What follows belongs to an exercise in optimizing a design on an open flow for a short achievable clock period and few clock cycles; a production flow would make more cautious choices.
At most, simulation tests tie the RTL to the original design; equivalence was not proved.
Power is estimated from default activity; no workload was simulated.

## top_module
module top_module (
    input clk,
    input rst,
    output [18:0] imem_addr,
    input  [18:0] imem_rdata,
    output [8:0]  dmem_addr,
    input  [18:0] dmem_rdata,
    output [18:0] dmem_wdata,
    output        dmem_we,
    output        halt
);
Size in the first run: roughly 8,200 cells after synthesis, ~720 flip-flops, about 0.074 sq mm of cells after synthesis.
clock: 38.5 ns
lec_check: 0
cap_margin: 40
core_margin: 2
core_utilization: 60
cts_cluster_diameter: 150
cts_cluster_size: 26
slew_margin: 40
standard.sh (not shown) runs the stock make flow with config.mk's settings and CLKGATE_MAP_FILE= SYNTH_SCRIPT=/design/flow/synth_recipe.tcl, a recipe that flattens the netlist after the stock synthesis.
==> flow/flow/run.sh <==
#!/bin/bash
# The standard layout (the standard.sh, unchanged synthesis), with repair_timing
# asked to leave 30.0 ns of setup slack so that it keeps working on timing.
set -euo pipefail
bash standard.sh SETUP_SLACK_MARGIN=30.0 finish > standard_flow.log 2>&1
Testbench counts at the start, summed over its fixed seeds: cycles 58,761.
Next try:
CTS_CLUSTER_DIAMETER = 100   (was 150)
CTS_CLUSTER_SIZE = 20   (was 26)
Outcome: The new run finished clean. Routed wire length came out higher by 0.36%. Core utilization grows by 0.27 points. Count of clock-buffer cells in the layout rises by 9. Die area does not change. Sequential share of layout area went down by 0.11 points. Via count stays flat. Critical path depth does not change. Cell count barely changes. Power rises by 1.4%. Register-to-register slack loses 0.11 ns. Design area rose by 0.42%.

* * *

Another version of the RTL of top_module (not shown whole).
Size in the first run: roughly 910 flip-flops, roughly 89 I/O pins, ~82000 um^2 of cells after synthesis.
// top_module
module top_module (
    input clk,
    input rst,
    output [18:0] imem_addr,
    input  [18:0] imem_rdata,
    output [8:0]  dmem_addr,
    input  [18:0] dmem_rdata,
    output [18:0] dmem_wdata,
    output        dmem_we,
    output        halt
);
Settings: LEC_CHECK=0, CAP_MARGIN=40, CORE_MARGIN=2, CORE_UTILIZATION=72, CTS_CLUSTER_DIAMETER=100, CTS_CLUSTER_SIZE=20, SLEW_MARGIN=40; clock period 38.5 ns.
Scripts as last shown in full above: flow/flow/run.sh
The baseline completed with no timing, DRC or antenna violations.
Testbench counts at the start, summed over its fixed seeds: cycles 56,093.
Change:
--- a/flow/config.mk
+++ b/flow/config.mk
@@ -8,6 +8,6 @@
 export CAP_MARGIN = 40
 export CORE_MARGIN = 2
-export CORE_UTILIZATION = 72
-export CTS_CLUSTER_DIAMETER = 100
-export CTS_CLUSTER_SIZE = 20
+export CORE_UTILIZATION = 60
+export CTS_CLUSTER_DIAMETER = 120
+export CTS_CLUSTER_SIZE = 24
 export SLEW_MARGIN = 40
Design area stays flat.
Maximum frequency is about the same.
First-iteration DRC count goes down by 27%.
Utilization goes down by 13 points.
Global-route usage goes down by 8.9 points.
Total power goes down by 2.2%.
Change:
--- a/flow/config.mk
+++ b/flow/config.mk
@@ -9,5 +9,5 @@
 export CORE_MARGIN = 2
 export CORE_UTILIZATION = 60
-export CTS_CLUSTER_DIAMETER = 120
-export CTS_CLUSTER_SIZE = 24
+export CTS_CLUSTER_DIAMETER = 100
+export CTS_CLUSTER_SIZE = 20
 export SLEW_MARGIN = 40
Outcome:
- clock power went up by 13%
- total power went up by 1.2%
- routed wire length barely changes
- fmax went down by 0.61%
- cell count is about the same
- worst setup slack is worse by 0.055 ns
- combinational power is about the same
- final area went up by 0.43%
- synthesized cell count does not change
- clock skew went up by 0.013 ns
- critical path depth does not change

* * *

The RTL this note starts from:
==> flow/design.v <==
module top_module (
    input clk,
    input rst,
    output [18:0] imem_addr,
    input  [18:0] imem_rdata,
    output [8:0]  dmem_addr,
    input  [18:0] dmem_rdata,
    output [18:0] dmem_wdata,
    output        dmem_we,
    output        halt
);
    reg [18:0] pc;                  
    reg [18:0] ir;                  
    reg [18:0] ir_pc1;              
    reg        d_valid;
    reg        e_valid;             
    reg        e_wr;                
    reg [3:0]  e_rd;
    reg [4:0]  e_op;
    reg [18:0] e_a, e_b;
    reg        e_slow;              
    reg        e_first;             
    reg [8:0]  da;                  
    reg [18:0] dw;                  
    reg        we;                  
    reg        halt_r;
    reg [18:0] ldr;                 
    reg [3:0]  w_rd;
    reg        w_valid;             
    reg        e_lda, e_ldb;        
    reg        dv_busy;
    reg [2:0]  dv_cnt;
    reg [18:0] dv_r;
    reg [19:0] dv_n;
    reg [15:0] dv_q;
    reg [18:0] rf [0:15];
    assign imem_addr  = pc;
    assign dmem_addr  = da;
    assign dmem_wdata = dw;
    assign dmem_we    = we;
    assign halt       = halt_r;
    wire [4:0] op  = ir[18:14];
    wire [3:0] rs1 = ir[13:10];
    wire [3:0] rs2 = ir[9:6];
    wire [3:0] rd  = ir[5:2];
    wire [5:0] imm = ir[5:0];
    wire d_alu  = (op <= 5'd9);
    wire d_ld   = (op == 5'd10);
    wire d_st   = (op == 5'd11);
    wire d_beq  = (op == 5'd12);
    wire d_bne  = (op == 5'd13);
    wire d_jmp  = (op == 5'd14) | (op == 5'd15);
    wire d_halt = (op == 5'd31);
    wire d_br   = d_beq | d_bne;
    wire d_wr   = d_alu | d_ld;
    wire [3:0] d_dst = d_ld ? rs2 : rd;
    wire d_slow = (op == 5'd2) | (op == 5'd3) | d_ld;
    wire [18:0] ea_v = e_lda ? ldr : e_a;
    wire [18:0] eb_v = e_ldb ? ldr : e_b;
    wire [18:0] x_add = ea_v + eb_v;
    wire [18:0] x_sub = ea_v - eb_v;
    wire [18:0] x_inc = ea_v + 19'd1;
    wire [18:0] x_dec = ea_v - 19'd1;
    reg  [18:0] e_fast;             
    always @(*) begin
        case (e_op)
            5'd0: e_fast = x_add;
            5'd1: e_fast = x_sub;
            5'd4: e_fast = x_inc;
            5'd5: e_fast = x_dec;
            5'd6: e_fast = ea_v & eb_v;
            5'd7: e_fast = ea_v | eb_v;
            5'd8: e_fast = ea_v ^ eb_v;
            default: e_fast = ~ea_v;
        endcase
    end
    wire [18:0] x_mul = ea_v * eb_v;
    wire [22:0] bm [1:15];
    genvar gk;
    generate
        for (gk = 1; gk < 16; gk = gk + 1) begin : g_mult
            assign bm[gk] = eb_v * gk;
        end
    endgenerate
    function [3:0] therm;
        input [15:1] t;
        begin
            therm[3] = t[8];
            therm[2] = t[8] ? t[12] : t[4];
            therm[1] = t[8] ? (t[12] ? t[14] : t[10]) : (t[4] ? t[6] : t[2]);
            therm[0] = t[8] ? (t[12] ? (t[14] ? t[15] : t[13]) : (t[10] ? t[11] : t[9]))
                            : (t[4] ? (t[6] ? t[7] : t[5]) : (t[2] ? t[3] : t[1]));
        end
    endfunction
    wire [15:1] ge_f;
    generate
        for (gk = 1; gk < 16; gk = gk + 1) begin : g_fast
            assign ge_f[gk] = ({4'd0, ea_v} >= bm[gk]);
        end
    endgenerate
    wire [3:0] q_fast = therm(ge_f);
    wire b_zero  = (eb_v == 19'd0);
    wire dv_big  = !b_zero && ({4'd0, ea_v[18:4]} >= {4'd0, eb_v});    
    reg  [22:0] dbm [1:15];
    wire [22:0] dv_x = {dv_r, dv_n[19:16]};
    wire [15:1] ge_e;
    wire [22:0] dif [0:15];
    assign dif[0] = dv_x;
    generate
        for (gk = 1; gk < 16; gk = gk + 1) begin : g_eng
            assign dif[gk]  = dv_x - dbm[gk];
            assign ge_e[gk] = (dv_x >= dbm[gk]);
        end
    endgenerate
    wire [3:0] q_eng = therm(ge_e);
    wire [18:0] r_eng = dif[q_eng][18:0];
    wire e_div   = (e_op == 5'd3);
    wire dv_start = e_valid && e_div && e_first && dv_big;
    wire dv_last  = dv_busy && (dv_cnt == 3'd1);
    wire e_hold   = dv_start || (dv_busy && !dv_last);    
    reg [18:0] e_result;
    always @(*) begin
        case (e_op)
            5'd2:  e_result = x_mul;
            5'd3:  e_result = dv_busy ? {dv_q[14:0], q_eng} : (b_zero ? 19'd0 : {15'd0, q_fast});
            default: e_result = e_fast;
        endcase
    end
    wire e_match1 = e_valid && e_wr && (e_rd == rs1);
    wire e_match2 = e_valid && e_wr && (e_rd == rs2);
    wire [18:0] rf1 = rf[rs1];
    wire [18:0] rf2 = rf[rs2];
    wire hz = e_valid && e_wr && e_slow &&
              (((d_ld | d_st | d_br) && (e_rd == rs1)) || ((d_br | (d_st & e_ld)) && (e_rd == rs2)));
    wire w_match1 = w_valid && (w_rd == rs1);
    wire w_match2 = w_valid && (w_rd == rs2);
    wire [18:0] r1 = w_match1 ? ldr : rf1;
    wire [18:0] r2 = w_match2 ? ldr : rf2;
    wire [18:0] v1 = e_match1 ? e_fast : r1;
    wire [18:0] v2 = e_match2 ? e_fast : r2;
    wire e_ld    = e_valid && (e_op == 5'd10);
    wire [18:0] l1 = e_match1 ? e_result : r1;
    wire [18:0] l2 = e_match2 ? e_result : r2;
    wire stall   = d_valid && (hz || e_hold);
    wire go      = d_valid && !stall && !halt_r;
    wire taken   = go && ((d_beq && (v1 == v2)) || (d_bne && (v1 != v2)) || d_jmp);
    wire [18:0] target = d_jmp ? {5'd0, ir[13:0]} : (ir_pc1 + {{13{imm[5]}}, imm});
    wire [8:0]  ea = v1[8:0] + {3'd0, imm};
    wire d_stop  = go && d_halt;
    integer i;
    always @(posedge clk or posedge rst) begin
        if (rst) begin
            for (i = 0; i < 16; i = i + 1) rf[i] <= 19'd0;
        end else begin
            for (i = 0; i < 16; i = i + 1)
                if (e_valid && e_wr && !e_ld && !e_hold && e_rd == i)
                    rf[i] <= e_result;
                else if (w_valid && w_rd == i)
                    rf[i] <= ldr;
        end
    end
    always @(posedge clk or posedge rst) begin
        if (rst)
            w_valid <= 1'b0;
        else
            w_valid <= e_ld;
    end
    always @(posedge clk) begin
        ldr  <= dmem_rdata;
        w_rd <= e_rd;
    end
    always @(posedge clk or posedge rst) begin
        if (rst) begin
            pc      <= 19'd0;
            d_valid <= 1'b0;
            halt_r  <= 1'b0;
        end else if (halt_r || d_stop) begin
            halt_r  <= 1'b1;
            d_valid <= 1'b0;
        end else if (taken) begin
            pc      <= target;
            d_valid <= 1'b0;
        end else if (!stall) begin
            pc      <= pc + 19'd1;
            d_valid <= 1'b1;
        end
    end
    always @(posedge clk) begin
        if (!stall) begin
            ir     <= imem_rdata;
            ir_pc1 <= pc + 19'd1;
        end
    end
    always @(posedge clk or posedge rst) begin
        if (rst) begin
            e_valid <= 1'b0;
            e_wr    <= 1'b0;
            we      <= 1'b0;
            e_first <= 1'b0;
        end else if (e_hold) begin
            e_first <= 1'b0;
        end else begin
            e_valid <= go;
            e_wr    <= go && d_wr;
            we      <= go && d_st;
            e_first <= 1'b1;
        end
    end
    always @(posedge clk) begin
        if (!e_hold) begin
            e_rd   <= d_dst;
            e_op   <= op;
            e_slow <= d_slow;
            e_a    <= l1;
            e_b    <= l2;
            e_lda  <= e_match1 && e_ld;
            e_ldb  <= e_match2 && e_ld;
            da     <= ea;
        end
        if (!e_hold && d_st)
            dw     <= l2;
    end
    always @(posedge clk or posedge rst) begin
        if (rst) begin
            dv_busy <= 1'b0;
            dv_cnt  <= 3'd0;
        end else if (dv_start) begin
            dv_busy <= 1'b1;
            dv_cnt  <= 3'd5;
        end else if (dv_busy) begin
            dv_busy <= !dv_last;
            dv_cnt  <= dv_cnt - 3'd1;
        end
    end
    always @(posedge clk) begin
        if (dv_start) begin
            dv_r <= 19'd0;
            dv_n <= {1'b0, ea_v};
            dv_q <= 16'd0;
            for (i = 1; i < 16; i = i + 1) dbm[i] <= bm[i];
        end else if (dv_busy) begin
            dv_r <= r_eng;
            dv_n <= {dv_n[15:0], 4'd0};
            dv_q <= {dv_q[11:0], q_eng};
        end
    end
endmodule
Settings: LEC_CHECK=0, ABC_CLOCK_PERIOD_IN_PS=8000, CAP_MARGIN=20, CORE_MARGIN=2, CORE_UTILIZATION=40, SLEW_MARGIN=20; clock period 38.5 ns.
==> flow/flow/run.sh <==
#!/bin/bash
# The standard layout (the standard.sh, unchanged synthesis), with repair_timing
# asked to leave 29.5 ns of setup slack so that it keeps working on timing.
set -euo pipefail
bash standard.sh SETUP_SLACK_MARGIN=29.5 finish > standard_flow.log 2>&1
Change:
==> flow/run.sh (new file) <==
#!/bin/bash
# synth_recipe.tcl (not shown) runs the flow's synth.tcl, then flattens the netlist and writes it again
# the make line also repeats each setting of config.mk as NAME=value (left out here)
make -C /OpenROAD-flow-scripts/flow DESIGN_CONFIG=/design/flow/config.mk WORK_HOME=/design/flow/orfs CLKGATE_MAP_FILE= SYNTH_SCRIPT=/design/flow/synth_recipe.tcl finish
removed: flow/flow/run.sh
removed: flow/standard.sh
After rerunning: Core utilization drops by 0.18 points. Clock-buffer cell count drops by 7. Final area drops by about 0.4%. Non-clock buffer count drops by 31. Sequential share of layout area stays flat. Hold slack hardly moves. Synthesized cell count stays the same. Wire length drops by 0.94%. Cell count drops by 0.33%. Critical path depth climbs by 31. Setup slack is worse by 530 ps.
No functional check of the RTL was part of any run of this note.

* * *

== the previous run ==
top_module, a different RTL version from the one above (not shown whole).
Size: about 8000 cells after synthesis, roughly 89 I/O pins, ~72000 µm² of cells after synthesis.
==> flow/design.v (excerpt) <==
module top_module (
    input clk,
    input rst,
    output [18:0] imem_addr,
    input  [18:0] imem_rdata,
    output [8:0]  dmem_addr,
    input  [18:0] dmem_rdata,
    output [18:0] dmem_wdata,
    output        dmem_we,
    output        halt
);
==> flow/config.mk <==
export PLATFORM = sky130hd
export DESIGN_NAME = top_module
export DESIGN_NICKNAME = top_module
export VERILOG_FILES = /design/flow/design.v
export SDC_FILE = /design/flow/constraint.sdc
export NUM_CORES = 4
export LEC_CHECK = 0
export CAP_MARGIN = 40
export CORE_MARGIN = 2
export CORE_UTILIZATION = 40
export SLEW_MARGIN = 40
==> flow/constraint.sdc <==
create_clock -name core_clock -period 38.5 [get_ports {clk}]
set_input_delay 7.7000 -clock core_clock [delete_from_list [all_inputs] [get_ports {clk}]]
set_output_delay 7.7000 -clock core_clock [all_outputs]
set_load 0.01 [all_outputs]
==> flow/flow/run.sh <==
#!/bin/bash
# The standard layout (the standard.sh, unchanged synthesis), with repair_timing
# asked to leave 30.0 ns of setup slack so that it keeps working on timing.
set -euo pipefail
bash standard.sh SETUP_SLACK_MARGIN=30.0 finish > standard_flow.log 2>&1
Testbench counts of the previous run, summed over its fixed seeds: cycles 59,443.
What the current run does differently from the previous run at the input level:
--- a/flow/config.mk
+++ b/flow/config.mk
@@ -10,2 +10,4 @@
 export CORE_UTILIZATION = 40
+export CTS_CLUSTER_DIAMETER = 100
+export CTS_CLUSTER_SIZE = 20
 export SLEW_MARGIN = 40
[summary]
- Looking at end point of the critical path, the halt result is from the previous run; the dmem_we one comes from the current run.
- | setup slack | the current run vs the previous run | better |
- Changes observed in the current run relative to the previous run: cell count fell by about 0.7%, combined global-route utilization of all metal layers fell by 0.33 points, shortest clock period the worst path allows after layout fell by 0.034 ns, area added between synthesis and finish fell by 2.0 points, total power fell by 4.5%.
- The current run vs the previous run, met1 wire length went down by about 1%.
- Clock group share of total power: the current run vs the previous run down 3.9 points

==> what the ideal ports hide <==
The flow's constraints put no driver on any port. The routed layouts listed below were extracted and timed again, unchanged, in two steps.
Step 1: set_driving_cell puts a clkbuf_16 on clk and a buf_2 on each other input, an assumption about the parent block.
Step 2 moves the port delays by t, midway between the first and last clock arrival at a register: inputs arrive t later, outputs are due t later. That takes back most of the time a late clock gives input paths.
Three values: ideal, step 1, step 2; two values: the first two.
run | t, ns | setup WS [ns] | worst setup path at the end | clock arrival spread, ns | worst slew at a driven data input, ns
the first run of note 1 | 0.742 | 29.654 / 29.564 / 29.386 | input to register | 0.050 / 0.051 | 0.07
the second run of note 1 | 0.776 | 29.613 / 29.525 / 29.373 | input to register | 0.059 / 0.059 | 0.07
the first run of note 2 | 0.817 | 29.490 / 29.406 / 29.315 | input to register | 0.073 / 0.073 | 0.04
the second run of note 2 | 0.764 | 29.517 / 29.428 / 29.395 | input to register | 0.083 / 0.083 | 0.06
the third run of note 2 | 0.836 | 29.462 / 29.372 / 29.315 | input to register | 0.091 / 0.090 | 0.06
the first run of note 3 | 0.826 | 29.429 / 29.334 / 29.025 | input, reset recovery | 0.064 / 0.064 | 0.06
the second run of note 3 | 0.804 | 28.900 / 28.856 / 28.394 | input, reset recovery | 0.057 / 0.056 | 0.08
the previous run | 0.844 | 29.517 / 29.430 / 29.319 | input to register | 0.045 / 0.046 | 0.11
the current run | 0.796 | 29.552 / 29.467 / 29.286 | input to register | 0.072 / 0.072 | 0.11
After both steps setup and hold are still met in every run listed. The setup slack of the second run of note 3, which loses most, moves by -0.044 ns with the drivers and by -0.506 ns with both steps. Setup slack includes reset recovery checks.
